This design comes from an exercise in tuning for small area on the open sky130 flow, not from production work.
Function was checked by simulation only, so behaviour that the tests miss may differ from the original.
Power is estimated from default activity; no workload was simulated.

### design/flow/design.v
module ROM_16x32(input wire [4:0] g, input wire [4:0] row, input wire [3:0] col, output wire bit_o);
  wire new_n16, new_n17, new_n18, new_n19, new_n20, new_n21, new_n22,
    new_n23, new_n24, new_n25, new_n26, new_n27, new_n28, new_n29, new_n30,
    new_n31, new_n32, new_n33, new_n34, new_n35, new_n36, new_n37, new_n38,
    new_n39, new_n40, new_n41, new_n42, new_n43, new_n44, new_n45, new_n46,
    new_n47, new_n48, new_n49, new_n50, new_n51, new_n52, new_n53, new_n54,
    new_n55, new_n56, new_n57, new_n58, new_n59, new_n60, new_n61, new_n62,
    new_n63, new_n64, new_n65, new_n66, new_n67, new_n68, new_n69, new_n70,
    new_n71, new_n72, new_n73, new_n74, new_n75, new_n76, new_n77, new_n78,
    new_n79, new_n80, new_n81, new_n82, new_n83, new_n84, new_n85, new_n86,
    new_n87, new_n88, new_n89, new_n90, new_n91, new_n92, new_n93, new_n94,
    new_n95, new_n96, new_n97, new_n98, new_n99, new_n100, new_n101,
    new_n102, new_n103, new_n104, new_n105, new_n106, new_n107, new_n108,
    new_n109, new_n110, new_n111, new_n112, new_n113, new_n114, new_n115,
    new_n116, new_n117, new_n118, new_n119, new_n120, new_n121, new_n122,
    new_n123, new_n124, new_n125, new_n126, new_n127, new_n128, new_n129,
    new_n130, new_n131, new_n132, new_n133, new_n134, new_n135, new_n136,
    new_n137, new_n138, new_n139, new_n140, new_n141, new_n142, new_n143,
    new_n144, new_n145, new_n146, new_n147, new_n148, new_n149, new_n150,
    new_n151, new_n152, new_n153, new_n154, new_n155, new_n156, new_n157,
    new_n158, new_n159, new_n160, new_n161, new_n162, new_n163, new_n164,
    new_n165, new_n166, new_n167, new_n168, new_n169, new_n170, new_n171,
    new_n172, new_n173, new_n174, new_n175, new_n176, new_n177, new_n178,
    new_n179, new_n180, new_n181, new_n182, new_n183, new_n184, new_n185,
    new_n186, new_n187, new_n188, new_n189, new_n190, new_n191, new_n192,
    new_n193, new_n194, new_n195, new_n196, new_n197, new_n198, new_n199,
    new_n200, new_n201, new_n202, new_n203, new_n204, new_n205, new_n206,
    new_n207, new_n208, new_n209, new_n210, new_n211, new_n212, new_n213,
    new_n214, new_n215, new_n216, new_n217, new_n218, new_n219, new_n220,
    new_n221, new_n222, new_n223, new_n224, new_n225, new_n226, new_n227,
    new_n228, new_n229, new_n230, new_n231, new_n232, new_n233, new_n234,
    new_n235, new_n236, new_n237, new_n238, new_n239, new_n240, new_n241,
    new_n242, new_n243, new_n244, new_n245, new_n246, new_n247, new_n248,
    new_n249, new_n250, new_n251, new_n252, new_n253, new_n254, new_n255,
    new_n256, new_n257, new_n258, new_n259, new_n260, new_n261, new_n262,
    new_n263, new_n264, new_n265, new_n266, new_n267, new_n268, new_n269,
    new_n270, new_n271, new_n272, new_n273, new_n274, new_n275, new_n276,
    new_n277, new_n278, new_n279, new_n280, new_n281, new_n282, new_n283,
    new_n284, new_n285, new_n286, new_n287, new_n288, new_n289, new_n290,
    new_n291, new_n292, new_n293, new_n294, new_n295, new_n296, new_n297,
    new_n298, new_n299, new_n300, new_n301, new_n302, new_n303, new_n304,
    new_n305, new_n306, new_n307, new_n308, new_n309, new_n310, new_n311,
    new_n312, new_n313, new_n314, new_n315, new_n316, new_n317, new_n318,
    new_n319, new_n320, new_n321, new_n322, new_n323, new_n324, new_n325,
    new_n326, new_n327, new_n328, new_n329, new_n330, new_n331, new_n332,
    new_n333, new_n334, new_n335, new_n336, new_n337, new_n338, new_n339,
    new_n340, new_n341, new_n342, new_n343, new_n344, new_n345, new_n346,
    new_n347, new_n348, new_n349, new_n350, new_n351, new_n352, new_n353,
    new_n354, new_n355, new_n356, new_n357, new_n358, new_n359, new_n360,
    new_n361, new_n362, new_n363, new_n364, new_n365, new_n366, new_n367,
    new_n368, new_n369, new_n370, new_n371, new_n372, new_n373, new_n374,
    new_n375, new_n376, new_n377, new_n378, new_n379, new_n380, new_n381,
    new_n382, new_n383, new_n384, new_n385, new_n386, new_n387, new_n388,
    new_n389, new_n390, new_n391, new_n392, new_n393, new_n394, new_n395,
    new_n396, new_n397, new_n398, new_n399, new_n400, new_n401, new_n402;
  assign new_n16 = row[2] & row[1];
  assign new_n17 = ~col[3] & ~col[2];
  assign new_n18 = ~row[4] & row[3];
  assign new_n19 = ~row[2] & ~row[1];
  assign new_n20 = ~row[0] & new_n19;
  assign new_n21 = g[1] & ~new_n20;
  assign new_n22 = new_n18 & ~new_n21;
  assign new_n23 = row[4] & ~row[3];
  assign new_n24 = ~g[0] & new_n23;
  assign new_n25 = ~new_n19 & new_n24;
  assign new_n26 = ~new_n22 & ~new_n25;
  assign new_n27 = new_n17 & ~new_n26;
  assign new_n28 = ~new_n16 & new_n27;
  assign new_n29 = ~g[1] & ~g[0];
  assign new_n30 = g[1] & g[0];
  assign new_n31 = ~new_n29 & ~new_n30;
  assign new_n32 = ~col[2] & col[1];
  assign new_n33 = col[2] & ~col[1];
  assign new_n34 = ~new_n32 & ~new_n33;
  assign new_n35 = col[3] & ~new_n34;
  assign new_n36 = new_n23 & new_n35;
  assign new_n37 = new_n31 & ~new_n36;
  assign new_n38 = ~new_n28 & new_n37;
  assign new_n39 = new_n16 & new_n18;
  assign new_n40 = ~col[1] & ~col[0];
  assign new_n41 = col[2] & ~new_n40;
  assign new_n42 = ~col[2] & new_n40;
  assign new_n43 = ~new_n41 & ~new_n42;
  assign new_n44 = new_n30 & ~new_n43;
  assign new_n45 = new_n39 & new_n44;
  assign new_n46 = row[1] & row[0];
  assign new_n47 = ~row[2] & ~new_n46;
  assign new_n48 = row[4] & row[3];
  assign new_n49 = ~row[1] & ~row[0];
  assign new_n50 = new_n48 & ~new_n49;
  assign new_n51 = new_n47 & new_n50;
  assign new_n52 = ~new_n45 & ~new_n51;
  assign new_n53 = ~row[0] & ~col[1];
  assign new_n54 = col[1] & col[0];
  assign new_n55 = ~new_n40 & ~new_n54;
  assign new_n56 = ~row[1] & new_n55;
  assign new_n57 = new_n53 & new_n56;
  assign new_n58 = new_n19 & new_n32;
  assign new_n59 = ~new_n57 & ~new_n58;
  assign new_n60 = ~col[3] & col[2];
  assign new_n61 = col[3] & ~col[2];
  assign new_n62 = ~new_n60 & ~new_n61;
  assign new_n63 = ~col[2] & new_n54;
  assign new_n64 = ~new_n62 & ~new_n63;
  assign new_n65 = new_n17 & new_n54;
  assign new_n66 = ~new_n64 & ~new_n65;
  assign new_n67 = new_n59 & new_n66;
  assign new_n68 = ~new_n52 & ~new_n67;
  assign new_n69 = ~row[4] & ~new_n16;
  assign new_n70 = row[0] & col[0];
  assign new_n71 = ~row[1] & ~new_n70;
  assign new_n72 = row[2] & ~new_n71;
  assign new_n73 = ~col[2] & new_n72;
  assign new_n74 = ~col[1] & new_n73;
  assign new_n75 = row[1] & new_n70;
  assign new_n76 = ~row[2] & ~new_n75;
  assign new_n77 = row[2] & new_n46;
  assign new_n78 = col[0] & new_n16;
  assign new_n79 = ~new_n77 & ~new_n78;
  assign new_n80 = ~new_n76 & new_n79;
  assign new_n81 = new_n32 & new_n80;
  assign new_n82 = new_n40 & new_n49;
  assign new_n83 = row[2] & col[2];
  assign new_n84 = new_n82 & new_n83;
  assign new_n85 = ~new_n40 & ~new_n46;
  assign new_n86 = row[1] & ~col[1];
  assign new_n87 = ~new_n85 & ~new_n86;
  assign new_n88 = ~row[2] & col[2];
  assign new_n89 = ~row[0] & new_n54;
  assign new_n90 = new_n88 & ~new_n89;
  assign new_n91 = ~new_n87 & new_n90;
  assign new_n92 = ~new_n84 & ~new_n91;
  assign new_n93 = ~new_n81 & new_n92;
  assign new_n94 = ~new_n74 & new_n93;
  assign new_n95 = ~col[3] & ~new_n94;
  assign new_n96 = new_n20 & ~new_n33;
  assign new_n97 = ~new_n62 & new_n96;
  assign new_n98 = ~new_n95 & ~new_n97;
  assign new_n99 = ~new_n85 & new_n86;
  assign new_n100 = col[3] & ~new_n63;
  assign new_n101 = ~new_n99 & new_n100;
  assign new_n102 = ~g[0] & ~new_n101;
  assign new_n103 = ~new_n16 & ~new_n70;
  assign new_n104 = row[4] & ~new_n103;
  assign new_n105 = new_n34 & ~new_n88;
  assign new_n106 = ~new_n104 & ~new_n105;
  assign new_n107 = new_n102 & new_n106;
  assign new_n108 = new_n98 & new_n107;
  assign new_n109 = ~new_n69 & new_n108;
  assign new_n110 = row[4] & new_n20;
  assign new_n111 = row[2] & ~new_n49;
  assign new_n112 = g[1] & new_n62;
  assign new_n113 = new_n46 & ~new_n112;
  assign new_n114 = new_n111 & ~new_n113;
  assign new_n115 = ~row[4] & new_n114;
  assign new_n116 = ~new_n110 & ~new_n115;
  assign new_n117 = ~new_n62 & ~new_n116;
  assign new_n118 = new_n16 & new_n17;
  assign new_n119 = new_n116 & new_n118;
  assign new_n120 = ~new_n117 & ~new_n119;
  assign new_n121 = ~new_n109 & new_n120;
  assign new_n122 = g[0] & row[0];
  assign new_n123 = ~row[2] & ~new_n122;
  assign new_n124 = new_n71 & new_n123;
  assign new_n125 = ~row[3] & ~new_n124;
  assign new_n126 = ~row[4] & ~row[3];
  assign new_n127 = col[1] & ~new_n75;
  assign new_n128 = new_n72 & ~new_n127;
  assign new_n129 = new_n126 & ~new_n128;
  assign new_n130 = ~new_n47 & new_n48;
  assign new_n131 = ~new_n62 & ~new_n130;
  assign new_n132 = new_n34 & ~new_n131;
  assign new_n133 = col[2] & ~new_n71;
  assign new_n134 = ~new_n80 & ~new_n133;
  assign new_n135 = ~row[4] & ~col[3];
  assign new_n136 = ~new_n111 & new_n135;
  assign new_n137 = ~new_n134 & new_n136;
  assign new_n138 = ~new_n51 & ~new_n137;
  assign new_n139 = ~new_n34 & new_n138;
  assign new_n140 = ~new_n132 & ~new_n139;
  assign new_n141 = ~new_n129 & new_n140;
  assign new_n142 = col[3] & new_n34;
  assign new_n143 = ~col[3] & ~new_n40;
  assign new_n144 = ~new_n41 & ~new_n143;
  assign new_n145 = ~new_n142 & new_n144;
  assign new_n146 = ~new_n62 & ~new_n145;
  assign new_n147 = ~g[0] & ~new_n146;
  assign new_n148 = row[0] & ~new_n147;
  assign new_n149 = ~new_n141 & new_n148;
  assign new_n150 = g[2] & ~new_n149;
  assign new_n151 = new_n125 & ~new_n150;
  assign new_n152 = ~new_n121 & new_n151;
  assign new_n153 = ~new_n68 & ~new_n152;
  assign new_n154 = new_n38 & ~new_n153;
  assign new_n155 = g[2] & new_n38;
  assign new_n156 = ~new_n23 & ~new_n128;
  assign new_n157 = ~new_n125 & ~new_n156;
  assign new_n158 = new_n140 & new_n157;
  assign new_n159 = new_n43 & ~new_n53;
  assign new_n160 = new_n16 & new_n159;
  assign new_n161 = new_n126 & new_n160;
  assign new_n162 = new_n18 & ~new_n128;
  assign new_n163 = ~new_n161 & ~new_n162;
  assign new_n164 = new_n35 & ~new_n163;
  assign new_n165 = g[1] & ~new_n164;
  assign new_n166 = ~new_n158 & new_n165;
  assign new_n167 = ~new_n155 & ~new_n166;
  assign new_n168 = ~new_n154 & ~new_n167;
  assign new_n169 = new_n126 & ~new_n160;
  assign new_n170 = new_n131 & ~new_n169;
  assign new_n171 = g[2] & ~col[2];
  assign new_n172 = ~g[2] & col[2];
  assign new_n173 = row[3] & ~col[1];
  assign new_n174 = ~new_n172 & new_n173;
  assign new_n175 = new_n80 & new_n174;
  assign new_n176 = ~new_n171 & ~new_n175;
  assign new_n177 = new_n170 & ~new_n176;
  assign new_n178 = ~col[3] & ~new_n34;
  assign new_n179 = new_n39 & ~new_n142;
  assign new_n180 = ~new_n178 & new_n179;
  assign new_n181 = ~g[2] & new_n180;
  assign new_n182 = new_n29 & ~new_n181;
  assign new_n183 = ~new_n177 & new_n182;
  assign new_n184 = ~new_n168 & ~new_n183;
  assign new_n185 = ~new_n60 & new_n94;
  assign new_n186 = ~new_n159 & new_n185;
  assign new_n187 = new_n39 & ~new_n186;
  assign new_n188 = new_n43 & new_n110;
  assign new_n189 = ~new_n36 & ~new_n188;
  assign new_n190 = ~new_n187 & new_n189;
  assign new_n191 = new_n116 & new_n190;
  assign new_n192 = row[3] & ~new_n116;
  assign new_n193 = g[1] & ~new_n190;
  assign new_n194 = ~new_n192 & ~new_n193;
  assign new_n195 = ~new_n191 & new_n194;
  assign new_n196 = new_n31 & ~new_n190;
  assign new_n197 = ~new_n195 & new_n196;
  assign new_n198 = g[4] & g[3];
  assign new_n199 = new_n30 & new_n198;
  assign new_n200 = ~g[3] & ~g[0];
  assign new_n201 = ~new_n199 & ~new_n200;
  assign new_n202 = new_n59 & new_n201;
  assign new_n203 = ~g[3] & g[0];
  assign new_n204 = ~new_n59 & ~new_n203;
  assign new_n205 = ~new_n202 & ~new_n204;
  assign new_n206 = ~new_n98 & new_n205;
  assign new_n207 = g[0] & col[0];
  assign new_n208 = new_n19 & new_n207;
  assign new_n209 = new_n61 & new_n208;
  assign new_n210 = ~col[2] & new_n16;
  assign new_n211 = row[0] & ~col[3];
  assign new_n212 = new_n210 & new_n211;
  assign new_n213 = ~new_n209 & ~new_n212;
  assign new_n214 = ~g[3] & ~new_n213;
  assign new_n215 = ~row[3] & ~new_n214;
  assign new_n216 = ~new_n206 & new_n215;
  assign new_n217 = g[1] & ~g[0];
  assign new_n218 = ~g[3] & new_n217;
  assign new_n219 = new_n47 & new_n218;
  assign new_n220 = ~new_n60 & ~new_n142;
  assign new_n221 = new_n219 & new_n220;
  assign new_n222 = new_n48 & ~new_n221;
  assign new_n223 = ~new_n216 & ~new_n222;
  assign new_n224 = new_n44 & new_n170;
  assign new_n225 = ~new_n223 & new_n224;
  assign new_n226 = col[2] & ~new_n138;
  assign new_n227 = ~new_n73 & ~new_n226;
  assign new_n228 = ~new_n18 & ~new_n108;
  assign new_n229 = row[3] & col[1];
  assign new_n230 = ~col[3] & ~new_n229;
  assign new_n231 = col[0] & new_n83;
  assign new_n232 = new_n29 & ~new_n231;
  assign new_n233 = ~new_n230 & new_n232;
  assign new_n234 = ~new_n228 & new_n233;
  assign new_n235 = ~new_n227 & new_n234;
  assign new_n236 = ~new_n32 & new_n62;
  assign new_n237 = ~g[0] & new_n16;
  assign new_n238 = g[1] & new_n237;
  assign new_n239 = ~new_n236 & new_n238;
  assign new_n240 = ~row[4] & new_n239;
  assign new_n241 = row[2] & new_n61;
  assign new_n242 = new_n29 & ~new_n210;
  assign new_n243 = ~new_n241 & new_n242;
  assign new_n244 = new_n18 & ~new_n243;
  assign new_n245 = ~new_n240 & ~new_n244;
  assign new_n246 = ~col[1] & new_n19;
  assign new_n247 = ~new_n16 & ~new_n246;
  assign new_n248 = ~new_n70 & ~new_n247;
  assign new_n249 = ~new_n60 & new_n248;
  assign new_n250 = ~new_n17 & ~new_n248;
  assign new_n251 = ~g[0] & ~new_n250;
  assign new_n252 = ~new_n249 & new_n251;
  assign new_n253 = ~new_n245 & new_n252;
  assign new_n254 = ~new_n235 & ~new_n253;
  assign new_n255 = ~new_n225 & new_n254;
  assign new_n256 = ~new_n197 & new_n255;
  assign new_n257 = g[2] & ~new_n256;
  assign new_n258 = ~new_n184 & ~new_n257;
  assign new_n259 = ~g[3] & ~new_n258;
  assign new_n260 = ~new_n36 & ~new_n217;
  assign new_n261 = ~new_n147 & ~new_n260;
  assign new_n262 = row[1] & new_n43;
  assign new_n263 = new_n192 & new_n262;
  assign new_n264 = ~new_n140 & new_n263;
  assign new_n265 = ~new_n261 & ~new_n264;
  assign new_n266 = ~row[4] & ~new_n59;
  assign new_n267 = g[3] & ~new_n266;
  assign new_n268 = ~new_n265 & new_n267;
  assign new_n269 = new_n27 & ~new_n180;
  assign new_n270 = new_n189 & ~new_n269;
  assign new_n271 = ~new_n20 & ~new_n208;
  assign new_n272 = ~row[3] & ~new_n271;
  assign new_n273 = ~new_n270 & ~new_n272;
  assign new_n274 = ~new_n161 & ~new_n273;
  assign new_n275 = col[3] & new_n77;
  assign new_n276 = new_n217 & ~new_n275;
  assign new_n277 = ~new_n274 & ~new_n276;
  assign new_n278 = ~new_n68 & ~new_n277;
  assign new_n279 = ~new_n268 & new_n278;
  assign new_n280 = new_n18 & ~new_n111;
  assign new_n281 = ~col[1] & new_n75;
  assign new_n282 = new_n23 & ~new_n47;
  assign new_n283 = ~new_n281 & new_n282;
  assign new_n284 = ~new_n280 & ~new_n283;
  assign new_n285 = ~new_n277 & ~new_n284;
  assign new_n286 = g[3] & g[1];
  assign new_n287 = ~new_n285 & new_n286;
  assign new_n288 = ~new_n279 & ~new_n287;
  assign new_n289 = new_n78 & new_n234;
  assign new_n290 = ~new_n185 & new_n199;
  assign new_n291 = ~g[1] & ~new_n237;
  assign new_n292 = ~new_n142 & new_n291;
  assign new_n293 = ~new_n290 & ~new_n292;
  assign new_n294 = row[2] & row[0];
  assign new_n295 = g[3] & ~row[1];
  assign new_n296 = new_n54 & ~new_n295;
  assign new_n297 = new_n294 & new_n296;
  assign new_n298 = ~col[3] & ~new_n297;
  assign new_n299 = ~new_n293 & ~new_n298;
  assign new_n300 = ~new_n17 & ~new_n82;
  assign new_n301 = ~new_n60 & new_n82;
  assign new_n302 = new_n219 & ~new_n301;
  assign new_n303 = ~new_n300 & new_n302;
  assign new_n304 = ~row[4] & ~new_n303;
  assign new_n305 = ~new_n299 & new_n304;
  assign new_n306 = new_n223 & ~new_n305;
  assign new_n307 = ~new_n289 & ~new_n306;
  assign new_n308 = ~new_n288 & new_n307;
  assign new_n309 = ~g[2] & ~new_n308;
  assign new_n310 = col[3] & col[1];
  assign new_n311 = ~row[3] & ~new_n310;
  assign new_n312 = ~g[2] & ~new_n159;
  assign new_n313 = ~new_n311 & ~new_n312;
  assign new_n314 = row[2] & ~new_n313;
  assign new_n315 = col[3] & new_n159;
  assign new_n316 = ~g[3] & ~new_n315;
  assign new_n317 = ~new_n314 & new_n316;
  assign new_n318 = ~g[2] & new_n66;
  assign new_n319 = ~g[2] & ~g[1];
  assign new_n320 = ~new_n203 & ~new_n319;
  assign new_n321 = ~new_n318 & ~new_n320;
  assign new_n322 = ~new_n317 & new_n321;
  assign new_n323 = new_n195 & new_n322;
  assign new_n324 = ~row[1] & ~new_n55;
  assign new_n325 = ~row[4] & ~row[0];
  assign new_n326 = ~new_n324 & new_n325;
  assign new_n327 = ~new_n29 & ~new_n326;
  assign new_n328 = ~new_n147 & ~new_n327;
  assign new_n329 = row[4] & col[3];
  assign new_n330 = ~col[0] & new_n329;
  assign new_n331 = new_n294 & ~new_n330;
  assign new_n332 = new_n34 & ~new_n331;
  assign new_n333 = ~new_n328 & new_n332;
  assign new_n334 = ~col[1] & new_n17;
  assign new_n335 = new_n79 & ~new_n334;
  assign new_n336 = g[1] & ~new_n54;
  assign new_n337 = col[2] & ~new_n336;
  assign new_n338 = new_n24 & ~new_n337;
  assign new_n339 = new_n335 & new_n338;
  assign new_n340 = row[3] & ~col[3];
  assign new_n341 = ~new_n16 & new_n340;
  assign new_n342 = new_n217 & new_n341;
  assign new_n343 = ~new_n244 & ~new_n342;
  assign new_n344 = ~new_n339 & new_n343;
  assign new_n345 = ~new_n333 & ~new_n344;
  assign new_n346 = ~new_n54 & new_n60;
  assign new_n347 = ~new_n145 & ~new_n346;
  assign new_n348 = g[0] & new_n347;
  assign new_n349 = ~new_n20 & ~new_n111;
  assign new_n350 = ~new_n56 & ~new_n349;
  assign new_n351 = col[2] & ~new_n350;
  assign new_n352 = new_n99 & new_n210;
  assign new_n353 = new_n102 & ~new_n352;
  assign new_n354 = ~new_n351 & new_n353;
  assign new_n355 = ~new_n348 & ~new_n354;
  assign new_n356 = ~g[1] & ~new_n355;
  assign new_n357 = ~new_n239 & ~new_n356;
  assign new_n358 = new_n23 & ~new_n357;
  assign new_n359 = ~new_n345 & ~new_n358;
  assign new_n360 = g[2] & new_n198;
  assign new_n361 = ~new_n335 & ~new_n347;
  assign new_n362 = ~g[1] & ~new_n47;
  assign new_n363 = ~new_n361 & new_n362;
  assign new_n364 = new_n34 & ~new_n49;
  assign new_n365 = ~g[0] & row[2];
  assign new_n366 = ~new_n364 & new_n365;
  assign new_n367 = ~row[4] & ~new_n366;
  assign new_n368 = ~new_n363 & new_n367;
  assign new_n369 = new_n360 & ~new_n368;
  assign new_n370 = ~new_n359 & new_n369;
  assign new_n371 = new_n159 & new_n319;
  assign new_n372 = g[1] & ~new_n171;
  assign new_n373 = ~g[3] & ~new_n372;
  assign new_n374 = ~new_n371 & ~new_n373;
  assign new_n375 = ~g[1] & ~new_n19;
  assign new_n376 = new_n24 & ~new_n375;
  assign new_n377 = ~new_n142 & new_n376;
  assign new_n378 = ~new_n374 & new_n377;
  assign new_n379 = new_n114 & new_n203;
  assign new_n380 = ~g[0] & row[1];
  assign new_n381 = new_n360 & new_n380;
  assign new_n382 = ~new_n379 & ~new_n381;
  assign new_n383 = ~new_n33 & ~new_n65;
  assign new_n384 = ~row[0] & ~new_n383;
  assign new_n385 = g[1] & ~new_n211;
  assign new_n386 = ~new_n41 & new_n385;
  assign new_n387 = ~new_n143 & ~new_n386;
  assign new_n388 = ~row[2] & ~new_n387;
  assign new_n389 = ~new_n384 & new_n388;
  assign new_n390 = ~row[0] & new_n310;
  assign new_n391 = ~g[1] & ~new_n390;
  assign new_n392 = ~new_n66 & new_n391;
  assign new_n393 = ~new_n389 & ~new_n392;
  assign new_n394 = new_n18 & ~new_n393;
  assign new_n395 = ~new_n382 & new_n394;
  assign new_n396 = ~new_n378 & ~new_n395;
  assign new_n397 = ~new_n370 & new_n396;
  assign new_n398 = ~new_n323 & new_n397;
  assign new_n399 = ~new_n309 & new_n398;
  assign new_n400 = ~new_n259 & new_n399;
  assign new_n401 = new_n203 & new_n319;
  assign new_n402 = ~new_n141 & new_n401;
  assign bit_o = ~new_n400 & ~new_n402;
endmodule
`timescale 1ns / 1ps
module Controlador_VGA(
input wire clock, reset,
input wire [7:0] out_seg_hora,out_min_hora,out_hora_hora,
input wire [7:0] out_dia_fecha,out_mes_fecha,out_jahr_fecha,
input wire [7:0] out_seg_timer,out_min_timer,out_hora_timer,
input wire [1:0] out_banderas_config,
input wire AM_PM,
input wire [1:0] config_mode, cursor_location,
output reg alarma_sonora,
output wire hsync, vsync,
output wire [11:0] RGB
);
function ge10(input [9:0] v, input [9:0] k);
	integer i; reg r;
	begin r = 1'b1; for (i = 0; i < 10; i = i + 1) r = k[i] ? (v[i] & r) : (v[i] | r); ge10 = r; end
endfunction
function le10(input [9:0] v, input [9:0] k);
	integer i; reg r;
	begin r = 1'b1; for (i = 0; i < 10; i = i + 1) r = k[i] ? (~v[i] | r) : (~v[i] & r); le10 = r; end
endfunction
reg [1:0] ph;
always @(posedge clock, posedge reset)
	if (reset) ph <= 2'd0; else ph <= ph + 2'd1;
wire tick_fall = ph[1] & ph[0];
reg [9:0] hx, vy;
wire h_end = hx[9] & hx[8] & (&hx[4:0]);    
wire v_end = vy[9] & vy[3] & vy[2];           
wire [9:0] hx_inc = hx + 10'd1;
wire [9:0] vy_inc = vy + 10'd1;
always @(posedge clock, posedge reset)
	if (reset) begin hx <= 10'd0; vy <= 10'd0; end
	else if (tick_fall) begin
		hx <= {hx_inc[9:8] & {2{~h_end}}, hx_inc[7:6], hx_inc[5] & ~h_end, hx_inc[4:0]};
		if (h_end) vy <= {vy_inc[9] & ~v_end, vy_inc[8:4], vy_inc[3:2] & {2{~v_end}}, vy_inc[1], vy_inc[0] & ~v_end};
	end
reg hs_reg, vs_reg;
always @(posedge clock, posedge reset)
	if (reset) begin hs_reg <= 1'b0; vs_reg <= 1'b0; end
	else if (ph != 2'd0) begin
		hs_reg <= (hx >= 10'd656) && (hx <= 10'd751);
		vs_reg <= (vy >= 10'd513) && (vy <= 10'd514);
	end
assign hsync = ~hs_reg;
assign vsync = ~vs_reg;
reg [19:0] al;
reg blink;
wire al_t = (al == 20'b10100001000100011000);
always @(posedge clock, posedge reset)
	if (reset) begin al <= 20'b01000010001000111000; blink <= 1'b0; end
	else begin
		al <= {al[18:4], al[3], al[2] ^ al_t, al[1:0], ~(al[19] ^ al[16])};
		blink <= blink ^ al_t;
	end
always @* alarma_sonora = out_banderas_config[0] & blink;
reg [9:0] cl;
reg blink_cursor;
wire hl_end = tick_fall & hx[8] & (&hx[3:0]) & ((hx[7] & ~hx[6] & ~hx[5] & ~hx[4]) | (hx[9] & hx[4]));  
wire cl_t = (cl == 10'b1000010110);
always @(posedge clock, posedge reset)
	if (reset) begin cl <= 10'b0000001100; blink_cursor <= 1'b0; end
	else if (hl_end) begin
		cl <= {cl[8:5], cl[4] ^ cl_t, cl[3:0], ~(cl[9] ^ cl[6])};
		blink_cursor <= blink_cursor ^ cl_t;
	end
wire [5:0] xc = hx[9:4];
wire [4:0] yc = vy[9:5];
wire hora_on  = (yc == 5'd3)  && (xc >= 6'd16) && (xc <= 6'd23);
wire fecha_on = (yc == 5'd7)  && (xc >= 6'd5)  && (xc <= 6'd12);
wire timer_on = (yc == 5'd11) && (xc >= 6'd5)  && (xc <= 6'd12);
wire ampm_on  = (yc == 5'd1)  && (xc >= 6'd26) && (xc <= 6'd27);
wire [7:0] d;   
assign d[0] = hx[6:4] == 3'd0; assign d[1] = hx[6:4] == 3'd1;
assign d[2] = hx[6:4] == 3'd2; assign d[3] = hx[6:4] == 3'd3;
assign d[4] = hx[6:4] == 3'd4; assign d[5] = hx[6:4] == 3'd5;
assign d[6] = hx[6:4] == 3'd6; assign d[7] = hx[6:4] == 3'd7;
wire rh = vy[6] & ~vy[7] & ~vy[8];    
wire rf = vy[6] & vy[7];              
wire rt = vy[6] & vy[8];              
wire ra = ~vy[6];                     
wire colon = (rh & (d[2] | d[5])) | (rt & (d[7] | d[2]));
wire slash = rf & (d[7] | d[2]);
wire [3:0] n =
	({4{rh & d[0]}} & out_hora_hora[7:4]) | ({4{rh & d[1]}} & out_hora_hora[3:0]) |
	({4{rh & d[3]}} & out_min_hora[7:4])  | ({4{rh & d[4]}} & out_min_hora[3:0]) |
	({4{rh & d[6]}} & out_seg_hora[7:4])  | ({4{rh & d[7]}} & out_seg_hora[3:0]) |
	({4{rf & d[5]}} & out_dia_fecha[7:4]) | ({4{rf & d[6]}} & out_dia_fecha[3:0]) |
	({4{rf & d[0]}} & out_mes_fecha[7:4]) | ({4{rf & d[1]}} & out_mes_fecha[3:0]) |
	({4{rf & d[3]}} & out_jahr_fecha[7:4]) | ({4{rf & d[4]}} & out_jahr_fecha[3:0]) |
	({4{rt & d[5]}} & out_hora_timer[7:4]) | ({4{rt & d[6]}} & out_hora_timer[3:0]) |
	({4{rt & d[0]}} & out_min_timer[7:4])  | ({4{rt & d[1]}} & out_min_timer[3:0]) |
	({4{rt & d[3]}} & out_seg_timer[7:4])  | ({4{rt & d[4]}} & out_seg_timer[3:0]) |
	({4{colon | slash}} & 4'ha) | {3'b000, slash} |
	({4{ra}} & {2'b11, ~hx[4] & AM_PM, hx[4]});
wire [4:0] g = {ra | slash, n};
wire fbit;
ROM_16x32 font (.g(g), .row(vy[4:0]), .col(hx[3:0]), .bit_o(fbit));
reg fb;
always @(posedge clock) fb <= fbit;
wire cl2 = cursor_location == 2'd2, cl1 = cursor_location == 2'd1, cl0 = cursor_location == 2'd0;
wire cur_h = (cl2 & (d[0] | d[1])) | (cl1 & (d[3] | d[4])) | (cl0 & (d[6] | d[7]));
wire cur_ft = (cl2 & (d[5] | d[6])) | (cl1 & (d[0] | d[1])) | (cl0 & (d[3] | d[4]));
wire cur_on = blink_cursor & ((hora_on & (config_mode == 2'd1) & cur_h) |
              (((fecha_on & (config_mode == 2'd2)) | (timer_on & (config_mode == 2'd3))) & cur_ft));
wire text_on = hora_on | fecha_on | timer_on;
wire white = text_on & (fb | cur_on);
wire amg = ampm_on & out_banderas_config[1] & fb;
wire [9:0] x = hx, y = vy;
wire xF = ge10(x, 10'd1) && le10(x, 10'd639);
wire xa = ge10(x, 10'd1) && le10(x, 10'd11);
wire xb = ge10(x, 10'd270) && le10(x, 10'd280);
wire xc3 = ge10(x, 10'd281) && le10(x, 10'd290);
wire xd = ge10(x, 10'd628) && le10(x, 10'd638);
wire xL = ge10(x, 10'd1) && le10(x, 10'd280);
wire xR = ge10(x, 10'd281) && le10(x, 10'd639);
wire red = ((ge10(y, 10'd1) && le10(y, 10'd11)) || (ge10(y, 10'd140) && le10(y, 10'd150))) && xF ||
           (ge10(y, 10'd12) && le10(y, 10'd139)) && (xa || xd);
wire blue = ((ge10(y, 10'd151) && le10(y, 10'd160)) || (ge10(y, 10'd270) && le10(y, 10'd280))) && xL ||
            (ge10(y, 10'd161) && le10(y, 10'd269)) && (xa || xb);
wire green = ((ge10(y, 10'd281) && le10(y, 10'd290)) || (ge10(y, 10'd468) && le10(y, 10'd478))) && xL ||
             (ge10(y, 10'd291) && le10(y, 10'd467)) && (xa || xb);
wire cyan = ((ge10(y, 10'd151) && le10(y, 10'd160)) || (ge10(y, 10'd468) && le10(y, 10'd478))) && xR ||
            (ge10(y, 10'd161) && le10(y, 10'd467)) && (xc3 || xd);
reg ca, cb, cc;
always @(posedge clock, posedge reset)
	if (reset) {ca, cb, cc} <= 3'd0;
	else if (ph[1]) begin
		ca <= white | amg | green | cyan;
		cb <= white | blue | cyan;
		cc <= white | amg | red;
	end
wire r11 = cc & (cb | ~ca);
wire r10 = (~cb & (ca ^ cc)) | (ca & cb & cc);
wire b1 = cb | (ca & cc);
assign RGB = {r11, r10, cc, r11, ca, ca, ca, ca, cb, cb, b1, cb};
endmodule
### design/flow/flow/run.sh
#!/bin/bash
# Own layout flow: the standard ORFS flow (standard.sh) with these changes:
#  - every input and output port still gets its own buffer, but the smallest
#    one (buf_1) instead of the clkdlybuf4s50_1 that buffer_ports picks;
#  - clock tree built from clkbuf_4 cells in clusters of up to 20 registers,
#    without dummy load cells;
#  - the buffers synthesis puts on outputs that share a net are removed at
#    floorplan (REMOVE_ABC_BUFFERS), and global placement is not timing-driven
#    (its repair_design would buffer high-fanout nets the 10 ns clock does not
#    need buffered); the ordinary repair_design after placement still fixes
#    every slew and capacitance limit with ORFS's default margins.
# Every ORFS script is used unchanged. Each tool's output goes to a log file
# in this folder.
set -euo pipefail
cp -r "$FLOW_HOME/scripts" scripts_area
cp flow/abc_area_map.script scripts_area/abc_speed.script
KNOBS=(SCRIPTS_DIR="$PWD/scripts_area" ADDER_MAP_FILE=
       "BUFFER_PORTS_ARGS=-buffer_cell sky130_fd_sc_hd__buf_1"
       CTS_BUF_LIST=sky130_fd_sc_hd__clkbuf_4 GPL_TIMING_DRIVEN=0 REMOVE_ABC_BUFFERS=1
       "CTS_ARGS=-sink_clustering_enable -repair_clock_nets -buf_list sky130_fd_sc_hd__clkbuf_4 -sink_clustering_size 20 -sink_clustering_max_diameter 100 -dont_use_dummy_load")
bash standard.sh "${KNOBS[@]}" synth > synth.log 2>&1
bash standard.sh "${KNOBS[@]}" finish > layout.log 2>&1
test -s out/final.def
### design/flow/flow/abc_area_map.script
strash
dc2
&get -n
&deepsyn -T 600
&dch -f
&nf -R 1000 -E 100 -F 10
&put
topo
stime -c
### design/flow/standard.sh
#!/bin/bash
# synth_recipe.tcl (not shown) runs the flow's synth.tcl, then flattens the netlist and writes it again
# the make line also repeats each setting of config.mk as NAME=value (left out here)
make -C /OpenROAD-flow-scripts/flow DESIGN_CONFIG=/design/flow/config.mk WORK_HOME=/design/flow/orfs CLKGATE_MAP_FILE= SYNTH_SCRIPT=/design/flow/synth_recipe.tcl "${@:-finish}"
### design/flow/config.mk
export PLATFORM = sky130hd
export DESIGN_NAME = Controlador_VGA
export DESIGN_NICKNAME = Controlador_VGA
export VERILOG_FILES = /design/flow/design.v
export SDC_FILE = /design/flow/constraint.sdc
export NUM_CORES = 4
export LEC_CHECK = 0
export CAP_MARGIN = 20
export CORE_MARGIN = 2
export CORE_UTILIZATION = 40
export SLEW_MARGIN = 20
### design/flow/constraint.sdc
create_clock -name core_clock -period 10.0 [get_ports {clock}]
set_input_delay 2.0000 -clock core_clock [delete_from_list [all_inputs] [get_ports {clock}]]
set_output_delay 2.0000 -clock core_clock [all_outputs]
set_load 0.01 [all_outputs]
==> reports/qor.yml <==
floorplan:
  ioPinCount: 96
  die_y_um: 111.0
  die_area_um2: 12310
  core_area_um2: 11270
  rows: 39
  dieWidth_um: 111.0
  start_util_pct: 40.59
place:
  dp_hpwl_mm: 11.79
  place_inst: 828
  gp_congestion: 0.9842
  io_buffer_count: 95
clocking:
  cts_buffers: 9
  clock_latency_ps: 400
  clk_pin_slew_ps: 90
  post_cts_buffers: 0
  clock_sinks: 60
  cts_root_buffer: "clkbuf_4"
  cts_hold_buf: 0
  cts_resized: 0
  htreeDepth: 3
  clk_path_buf_depth: 2
  cts_tree: "done"
critical_path:
  end_kind: "flip-flop"
  crit_buf_inv: 1
  start_kind: "primary input"
  path_max_fanout: 14
  cp.required_ps: 10240
  critical_path_class: "primary input to flip-flop"
  cp_slowest_cell: "nand2b_1"
  critical-path-max-stage-delay_ps: 510
  worstPathArrival_ps: 6400
  path_cells: "buf_1, and3_1, a221oi_1, a21oi_1, a2111oi_0, o21ai_0, nand2b_1, nor2_1, o21ai_0, a21oi_1, o22ai_1, a221o_1, a221o_1, a211oi_1, nor2_1, nor4_1, a31oi_1"
  crit_family: "compound AO/OA/AOI/OAI gates"
timing:
  post-route-period-util_pct: 61.62
  setup_viol: 0
  post-route-min-period_ps: 6162
  hold_viol_final: 0
  drv_slew: 0
  finalSetupTns_ps: 0
  fmax_ghz: 0.1623
  slew-limit-headroom_pct: 27.37
  skew_ps: 24.30
  grt_setup_unrepaired: "false"
  max_slew.worst_pin.slew_ps: 1090
logic_synthesis:
  yosysTopAreaCellShare_pct: 27.89
  syn_inst: 601
  yosys_warnings: 1
  synth-seq-cells: 60
  netlist_top_cells_count: "nand2_1, nor2_1, dfrtp_1, a21oi_1, o21ai_0"
  ys.flop_type: "dfrtp_1"
  yosysUniqueCellTypes: 59
  synthesis.area_um2: 4576
  yosysSeqAreaShare_pct: 32.92
  syn_avg_cell_area_um2: 7.613
  async_flop_share_pct: 98.33
  synth.top_cells.by_area: "dfrtp_1, nand2_1, nor2_1, a21oi_1, dfstp_2"
  synth-edff-count: 0
  yosysMostFrequentCell: "nand2_1"
  yosysTopAreaCell: "dfrtp_1"
power:
  p_sw_share_pct: 23.57
  powerDensity_nw_per_um2: 75.69
  seq_power_share_pct: 62.6
  p_leak_nw: 1.915
  p_int_w: 0.0002962
  comb_power_share_pct: 6.9
  p_switching_w: 0.00009136
  ir_worst_vdd_mv: 0.08557
  power_frac_clock_pct: 30.5
global_route:
  grt_pass1_vias: 5087
  grt_pass1_wl_mm: 26.77
  track_usage_pct: 26.64
  grt_overflow: 0
  grt_max_degree: 40
  antenna_found_initial: 0
finish:
  final_cells: 837
  area_delta_synth_final_pct: 11.89
  diodes: 0
  nFillCells: 1146
  drive_gt1_share_pct: 3.026
  top_register: "al"
  final_nets: 777
  largest_reg_flops: 20
  final_util_pct: 45.42
route:
  vias: 5340
  drtPass1Iterations: 5
  viasPerCell: 6.380
  drtIter0Drc: 658
  wl_per_cell_um: 19.59
  antenna_left: 0
  drcViolationCount: 0
  drt-total-wl_mm: 16.40
flow_run:
  drv_cap: 0
worst_hold_path:
  hold_class: "flip-flop to flip-flop"
run_status:
  outcome: "no timing/DRC/antenna violations"
## layout by cell type (no fill, tap or decap), drive strengths merged, types with 7 or more instances in the layout
| master | instances |
|---|---|
| nand2 | 101 |
| buf | 96 |
| nor2 | 66 |
| dfrtp | 51 |
| a21oi | 46 |
| o21ai | 41 |
| nand3 | 25 |
| a31oi | 20 |
| a22oi | 19 |
| clkinv | 19 |
| nor3 | 14 |
| and3 | 11 |
| nand2b | 11 |
| xnor2 | 10 |
| nor4 | 9 |
| a211oi | 9 |
| clkbuf | 9 |
| nand4 | 8 |
| nor2b | 8 |
| o22ai | 8 |
| dfstp | 8 |
| o211ai | 7 |
## power by group through the flow
stage	Sequential, W	Clock [W]	Combinational (W)
global placement	0.000247	0	0.0000251
global route	0.000243	0.000135	0.0000302
finish	0.000243	0.000118	0.0000266
floorplan	0.000247	0	0.0000106
CTS	0.000243	0.000122	0.0000269
detailed placement	0.000247	0	0.0000267
## path summary, 6_finish.rpt
| kind | cells past startpoint | slack [ps] | end | from |
|---|---|---|---|---|
| setup / recovery | 17 | 3840 | fb | out_seg_hora[4] |
| hold / removal | 0 | 370 | al[4] | al[3] |
| setup reg to reg | 17 | 4180 | fb | hx[4] |
| hold reg to reg | 0 | 370 | al[4] | al[3] |
| max in group asynchronous | 3 | 7880 | al[3] | reset |
| min in group asynchronous | 2 | 1540 | vy[7] | reset |
## through the flow
step                area, µm²  power [W]  hold WS, ps  worst slack [ps]
detailed placement       5052  0.0002739        354.9              3522
global route             5120  0.0004075        377.0              3528
global placement         5021  0.0002723        353.0              3562
floorplan                4486  0.0002579        347.1              4875
finish                   5120  0.0003875        373.5              3838
CTS                      5120  0.0003917        374.0              3926
## kinds of logic (layout without fill, tap and decap cells)
| logic type | Yosys count | after routing | share of synthesized area [%] |
|---|---|---|---|
| fa+ha+maj | 1 | 1 | 0.2188 |
| flops | 60 | 60 | 32.92 |
| buf+inv | 31 | 124 | 3.528 |
| compound gates | 211 | 211 | 30.85 |
| simple gates | 279 | 279 | 28.77 |
| xor+xnor | 16 | 16 | 3.063 |
| mux | 3 | 3 | 0.6563 |
## layer usage
layer	vias to the layer above	GRT usage, %	part of all wire, %
met4	0	11.17	3.1
met2	311	40.33	45
met3	39	3.991	7.8
met5	-	0	0
li1	2485	-	-
met1	2505	38.06	44
## layout make-up
cell class | count | area (µm²) | area share (%)
Tap cell | 143 | 178.9 | 3.495
Timing Repair Buffer | 96 | 376.6 | 7.356
Clock buffer | 9 | 67.56 | 1.320
Sequential cell | 60 | 1506 | 29.42
Multi-Input combinational cell | 510 | 2918 | 56.99
Inverter | 19 | 72.57 | 1.417
## worst reg2reg max path: stages (launching register included)
cell,delay [ps]
dfrtp_1,720
clkinv_1,350
and3_1,400
a22oi_1,250
a21oi_1,90
a2111oi_0,500
o21ai_0,260
nand2b_1,510
nor2_1,490
o21ai_0,170
a21oi_1,280
o22ai_1,130
a221o_1,430
a221o_1,340
a211oi_1,210
nor2_1,60
nor4_1,370
a31oi_1,100

## afterwards: timing with drivers on the ports
The flow's constraints put no driver on any port. The routed layout listed below was extracted and timed again, unchanged, in two steps.
Step 1 assumes that a clkbuf_16 drives the clock port and a buf_2 every other input.
Step 2 adds t to the input delays and takes it off the output delays; t is the mean of the earliest and latest rising clock arrival at the registers after step 1. Input paths then give back, and output paths get back, about the clock's delay inside the block.
Slacks: ideal ports / drivers / drivers and shift; pairs: ideal ports / drivers.
t (ns): 0.418
setup slack, ns: 3.838 / 3.848 / 3.430
hold slack, ns: 0.373 / 0.373 / 0.373
worst slew at a driven data input, ns: 0.04
After both steps setup and hold are still met in this run. The setup slack of this run moves by +0.010 ns with the drivers and by -0.408 ns with both steps.
